From an optimization exercise on the open Yosys and OpenROAD flow, aimed at small area, a short achievable clock period and few clock cycles per item; shortcuts taken in it are not production practice.
Where RTL was checked, it was by simulation tests only, not by an equivalence proof against the original.
Power and IR drop assume default switching activity.

== v40 ==
==> flow/design.v (excerpt) <==
module mmult(
  input  clk,                  
  input  reset_n,              
  input  enable,               
  input  [0:9*8-1] A_mat,      
  input  [0:9*8-1] B_mat,      
  output reg valid,            
  output reg [0:9*17-1] C_mat  
);
For scale: about 4,500 cells after synthesis, about 300 I/O pins, about 0.049 mm² of cells after synthesis.
export LEC_CHECK = 0
export CAP_MARGIN = 20
export CORE_MARGIN = 2
export CORE_UTILIZATION = 65
export SETUP_SLACK_MARGIN = 4.3
export SLEW_MARGIN = 70
export SYNTH_HIERARCHICAL = 1
create_clock -name core_clock -period 9.0 [get_ports {clk}]
standard.sh (not shown) runs the stock make flow with config.mk's settings and CLKGATE_MAP_FILE= SYNTH_SCRIPT=/design/flow/synth_recipe.tcl, a recipe that flattens the netlist after the stock synthesis.
==> flow/flow/run.sh <==
#!/bin/bash
# Layout flow: the standard ORFS flow (standard.sh, unchanged synthesis),
# except that the port buffers are plain buffers (buf_4) instead of the
# delay-cell buffers buffer_ports picks by default. Every input and output
# port still gets its own buffer. Each step's full output goes to a log here.
set -euo pipefail
export BUFFER_PORTS_ARGS="-buffer_cell sky130_fd_sc_hd__buf_4"
bash standard.sh finish > standard_finish.log 2>&1
Input changes introduced in v56 (baseline for comparison: v40):
- SLEW_MARGIN changed from 70 to 20
- SETUP_SLACK_MARGIN changed from 4.3 to 4.2
- CORE_UTILIZATION changed from 65 to 55
Findings:
Taking v56 over v40, the met3 wire length ratio works out to 0.67.
Looking at maximum vdd drop, v56 sits below v40.
Relative to v40, the total power after layout measured on v56 has decreased by a few percent.
v56 ended up with a higher cell count than v40 did.
v56 has completed all stages; timing, DRC and antenna checks passed.
Changes observed in v56 relative to v40: routed wire length has decreased; sequential cell area in the final layout stayed essentially flat.
Starting density of the core in v56 is 10 points lower than in v40
Setup slack: v56 more than v40
Die area was lower in v40 than in v56.
Looking only at combinational share of power, and setting everything else aside, the higher value of v40 and v56 goes to v40.
--- input diff v56..v54 ---
- swapping 20 for 70 in SLEW_MARGIN
- swapping 4.2 for 4.0 in SETUP_SLACK_MARGIN
==> run notes <==
- Of the two candidates, v56 has the better via count and v54 the worse one.
- Taking v56 as the reference point, the relative contribution of combinational cells to total power of v54 falls by 1.0 points.
- Status: number of instances in the placed design parity (v54, v56)
- Half-perimeter wire length after placement: v54 > v56
- From v56 to v54 the numbers moved as follows: utilization went down 0.64 points, routed wire length has increased, worst hold slack rose by 0.023 ns.
The inputs of v23 differ from those of v54 as listed below.
- SETUP_SLACK_MARGIN now 4.15, was 4.0
==> run notes <==
Per the comparison of v23 with v54, ratio of final minimum period to clock period dropped 1.4 points; total clock network power -about 9%; met3 layer wire length in the routed design fell by 1.2 mm. Fraction of area in registers across v54 and v23: no real change. Summary — average vias per placed instance, v23 relative to v54: higher, by 0.023. v23 finished every step from synthesis to the final layout, and the layout passed the timing, DRC and antenna checks. Via count (v23 vs. v54) increases slightly. v54 has lower combinational share of power than v23. Of v54 and v23, the run reporting the higher total power was v23.
No run of this note included a check of the RTL's function; only the layout flow was run.

---

Another version of the RTL of mmult (not shown whole).
For scale: ~4600 cells after synthesis, ~280 flip-flops, roughly 300 I/O pins.
clock: 9.0 ns
lec_check: 0
cap_margin: 20
core_margin: 2
core_utilization: 55
setup_slack_margin: 4.2
slew_margin: 20
synth_hierarchical: 1
Scripts as last shown in full above: flow/flow/run.sh
The first run finished clean.
Testbench counts at the start, summed over its fixed seeds: cycles 1,600, products 1,600.
Edit:
--- a/flow/config.mk
+++ b/flow/config.mk
@@ -10,3 +10,3 @@
 export CORE_UTILIZATION = 55
-export SETUP_SLACK_MARGIN = 4.2
+export SETUP_SLACK_MARGIN = 4.35
 export SLEW_MARGIN = 20
What happened: The new run produced a clean layout; worst setup slack gets better by 0.0074 ns; die area does not change; core utilization rises by 1.9 points; cell area came out higher by 3.3%; non-clock buffer count is higher by 30; power went up by 4.4%; sequential power barely changes.
Edit:
--- a/flow/config.mk
+++ b/flow/config.mk
@@ -9,5 +9,5 @@
 export CORE_MARGIN = 2
-export CORE_UTILIZATION = 55
-export SETUP_SLACK_MARGIN = 4.35
-export SLEW_MARGIN = 20
+export CORE_UTILIZATION = 45
+export SETUP_SLACK_MARGIN = 4.2
+export SLEW_MARGIN = 70
 export SYNTH_HIERARCHICAL = 1
Effect:
- core utilization is lower by 11 points
- sequential power stays flat
- worst setup slack loses 0.047 ns
- combinational power went down by a few percent
- clock power rises by roughly a tenth
- hold slack gets worse by 0.037 ns
- area after synthesis stays the same
Edit:
--- a/flow/config.mk
+++ b/flow/config.mk
@@ -9,3 +9,4 @@
 export CORE_MARGIN = 2
-export CORE_UTILIZATION = 45
+export CORE_UTILIZATION = 55
+export GPL_ROUTABILITY_DRIVEN = 0
 export SETUP_SLACK_MARGIN = 4.2
Outcome: Synthesized cell count stays the same. Wire length fell by 3.4%. Worst setup slack improves by 0.056 ns. Final area shrinks by 1.4%. Global-route usage went up by 5.8 points. Clock-buffer cell count drops by 7. Critical path depth went down by 1. Power shrinks by 1.6%. Core utilization goes up by 10 points. Non-clock buffer count goes down by 5.
Edit:
--- a/flow/config.mk
+++ b/flow/config.mk
@@ -10,3 +10,2 @@
 export CORE_UTILIZATION = 55
-export GPL_ROUTABILITY_DRIVEN = 0
 export SETUP_SLACK_MARGIN = 4.2
=>
- design area is unchanged
- total power does not change
- synthesized cell count does not change
- non-clock buffer count is unchanged
- synthesized area is unchanged
- setup slack does not change
- cell count is unchanged
- via count does not change

[static timing again, ports no longer ideal]
How much do the figures lean on ideal ports? The routed layouts below were timed once more, with nothing changed but the port constraints. Step 1, drivers: a clkbuf_16 drives clk and a buf_2 each remaining input, both assumed. Step 2 also shifts input and output timing later by t, the mid clock arrival at the registers, as if the neighbouring blocks saw the same clock. Three values: ideal ports, drivers, drivers and shift; two values: the first two.
run	t (ns)	setup WS [ns]	latest minus earliest clock arrival (ns)	worst register clock-pin slew, ns	cell pins on the clock port's net
v40	0.634	4.154 / 4.086 / 3.673	0.032 / 0.032	0.06 / 0.06	1
v56	0.685	4.165 / 4.092 / 3.634	0.033 / 0.033	0.06 / 0.06	1
v54	0.661	4.092 / 4.018 / 3.524	0.022 / 0.022	0.07 / 0.07	1
v23	0.644	4.216 / 4.142 / 3.577	0.031 / 0.032	0.07 / 0.07	1
the first run of note 2	0.684	4.231 / 4.159 / 3.574	0.040 / 0.040	0.07 / 0.07	1
the second run of note 2	0.666	4.238 / 4.168 / 3.713	0.048 / 0.048	0.07 / 0.07	1
the third run of note 2	0.690	4.192 / 4.118 / 3.567	0.026 / 0.026	0.07 / 0.07	1
the fourth run of note 2	0.677	4.248 / 4.177 / 3.585	0.036 / 0.036	0.07 / 0.07	1
the fifth run of note 2	0.677	4.248 / 4.177 / 3.585	0.036 / 0.036	0.07 / 0.07	1
After both steps every run listed still meets setup and hold.
